This design comes from an exercise in tuning for small area, a short achievable clock period and few clock cycles per item on the open sky130 flow, not from production work.
The RTL was checked by simulation tests, not by an equivalence proof against the original design.

==> flow/design.v (excerpt) <==
module systolic_matmul #(
  parameter DATA_WIDTH = 16
) (
  input clk,
  input rst,
  input start,
  input [DATA_WIDTH-1:0] mat_a_00, mat_a_01, mat_a_02, mat_a_03, mat_a_10, mat_a_11, mat_a_12, mat_a_13, mat_a_20, mat_a_21, mat_a_22, mat_a_23, mat_a_30, mat_a_31, mat_a_32, mat_a_33,
  input [DATA_WIDTH-1:0] mat_b_00, mat_b_01, mat_b_02, mat_b_03, mat_b_10, mat_b_11, mat_b_12, mat_b_13, mat_b_20, mat_b_21, mat_b_22, mat_b_23, mat_b_30, mat_b_31, mat_b_32, mat_b_33,
  output [2*DATA_WIDTH-1:0] c_00, c_01, c_02, c_03, c_10, c_11, c_12, c_13, c_20, c_21, c_22, c_23, c_30, c_31, c_32, c_33,
  output reg busy,
  output reg done
);
  wire [15:0] a [0:3][0:3];
  wire [15:0] b [0:3][0:3];
  assign a[0][0] = mat_a_00; assign a[0][1] = mat_a_01; assign a[0][2] = mat_a_02; assign a[0][3] = mat_a_03;
  assign a[1][0] = mat_a_10; assign a[1][1] = mat_a_11; assign a[1][2] = mat_a_12; assign a[1][3] = mat_a_13;
  assign a[2][0] = mat_a_20; assign a[2][1] = mat_a_21; assign a[2][2] = mat_a_22; assign a[2][3] = mat_a_23;
  assign a[3][0] = mat_a_30; assign a[3][1] = mat_a_31; assign a[3][2] = mat_a_32; assign a[3][3] = mat_a_33;
  ...
Size: roughly 1000 flip-flops, about 1000 I/O pins, about 290000 µm² of cells after synthesis.
==> flow/config.mk <==
export PLATFORM = sky130hd
export DESIGN_NAME = systolic_matmul
export DESIGN_NICKNAME = systolic_matmul
export VERILOG_FILES = /design/flow/design.v
export SDC_FILE = /design/flow/constraint.sdc
export NUM_CORES = 4
export LEC_CHECK = 0
export CAP_MARGIN = 20
export CORE_MARGIN = 2
export CORE_UTILIZATION = 55
export PLACE_DENSITY = 0.65
export SETUP_SLACK_MARGIN = 0.1
export SLEW_MARGIN = 20
export SYNTH_HIERARCHICAL = 1
==> flow/constraint.sdc <==
create_clock -name core_clock -period 8.0 [get_ports {clk}]
set_input_delay 1.6000 -clock core_clock [delete_from_list [all_inputs] [get_ports {clk}]]
set_output_delay 1.6000 -clock core_clock [all_outputs]
set_load 0.01 [all_outputs]
run.sh (not shown) runs the stock make flow with config.mk's settings and CLKGATE_MAP_FILE= SYNTH_SCRIPT=/design/flow/synth_recipe.tcl, a recipe that flattens the netlist after the stock synthesis.
Testbench counts at the start, summed over its fixed seeds: cycles 768, items 384.
Edit:
- CORE_UTILIZATION: 55 -> 40
- PLACE_DENSITY: 0.65 -> 0.6
=> Non-clock buffer count rose by 4. Via count fell by about 0.35%. Utilization fell by 15 points.

---

the baseline:
Another version of the RTL of systolic_matmul (not shown whole).
For scale: roughly 1000 flip-flops, ~280000 sq um of cells after synthesis.
==> flow/config.mk <==
export PLATFORM = sky130hd
export DESIGN_NAME = systolic_matmul
export DESIGN_NICKNAME = systolic_matmul
export VERILOG_FILES = /design/flow/design.v
export SDC_FILE = /design/flow/constraint.sdc
export NUM_CORES = 4
export LEC_CHECK = 0
export CAP_MARGIN = 20
export CORE_MARGIN = 2
export CORE_UTILIZATION = 40
export PLACE_DENSITY = 0.6
export SETUP_SLACK_MARGIN = 1.3
export SLEW_MARGIN = 20
export SYNTH_HIERARCHICAL = 1
==> flow/constraint.sdc <==
create_clock -name core_clock -period 8.0 [get_ports {clk}]
set_input_delay 1.6000 -clock core_clock [delete_from_list [all_inputs] [get_ports {clk}]]
set_output_delay 1.6000 -clock core_clock [all_outputs]
set_load 0.01 [all_outputs]
Testbench counts of the baseline, summed over its fixed seeds: cycles 768, items 384.
[inputs] the candidate vs the baseline
Settings: SETUP_SLACK_MARGIN now 1.8, was 1.3.
==> comparison <==
- The higher final cell count came out of the candidate.
- Of the candidate and the baseline, it is the candidate that has the higher met2 routed wirelength.
- The candidate ended up with a higher total vias in the final route than the baseline did.

==> separate check: timing with driven ports <==
The results above use ideal ports. As a check the final layouts listed here were re-extracted and re-timed, cells and wires unchanged. Step 1 (the two cells are an assumption about what drives the block):
set clk [get_ports {clk}]
set_driving_cell -lib_cell sky130_fd_sc_hd__clkbuf_16 $clk
set_driving_cell -lib_cell sky130_fd_sc_hd__buf_2 [delete_from_list [all_inputs] $clk]
Step 2 moves the port delays by t, midway between the first and last clock arrival at a register: inputs arrive t later, outputs are due t later. That takes back most of the time a late clock gives input paths. Three values: ideal, step 1, step 2; two values: the first two.
run	t, ns	setup WS [ns]	worst hold slack (ns)	worst setup path after step 2	worst register clock-pin slew, ns
the first run of note 1	1.069	0.859 / 0.739 / 0.436	0.534 / 0.534 / 0.534	input to register	0.07 / 0.07
the second run of note 1	1.124	1.020 / 0.879 / 0.549	0.534 / 0.534 / 0.534	input to register	0.08 / 0.08
the baseline	1.102	1.388 / 1.272 / 0.396	0.496 / 0.496 / 0.496	input to register	0.08 / 0.08
the candidate	1.103	1.833 / 1.737 / 0.830	0.488 / 0.488 / 0.488	input to register	0.07 / 0.07
After both steps setup and hold are still met in every run listed. For the candidate, which loses most, drivers alone change the setup slack by -0.096 ns; drivers and shift together by -1.003 ns.
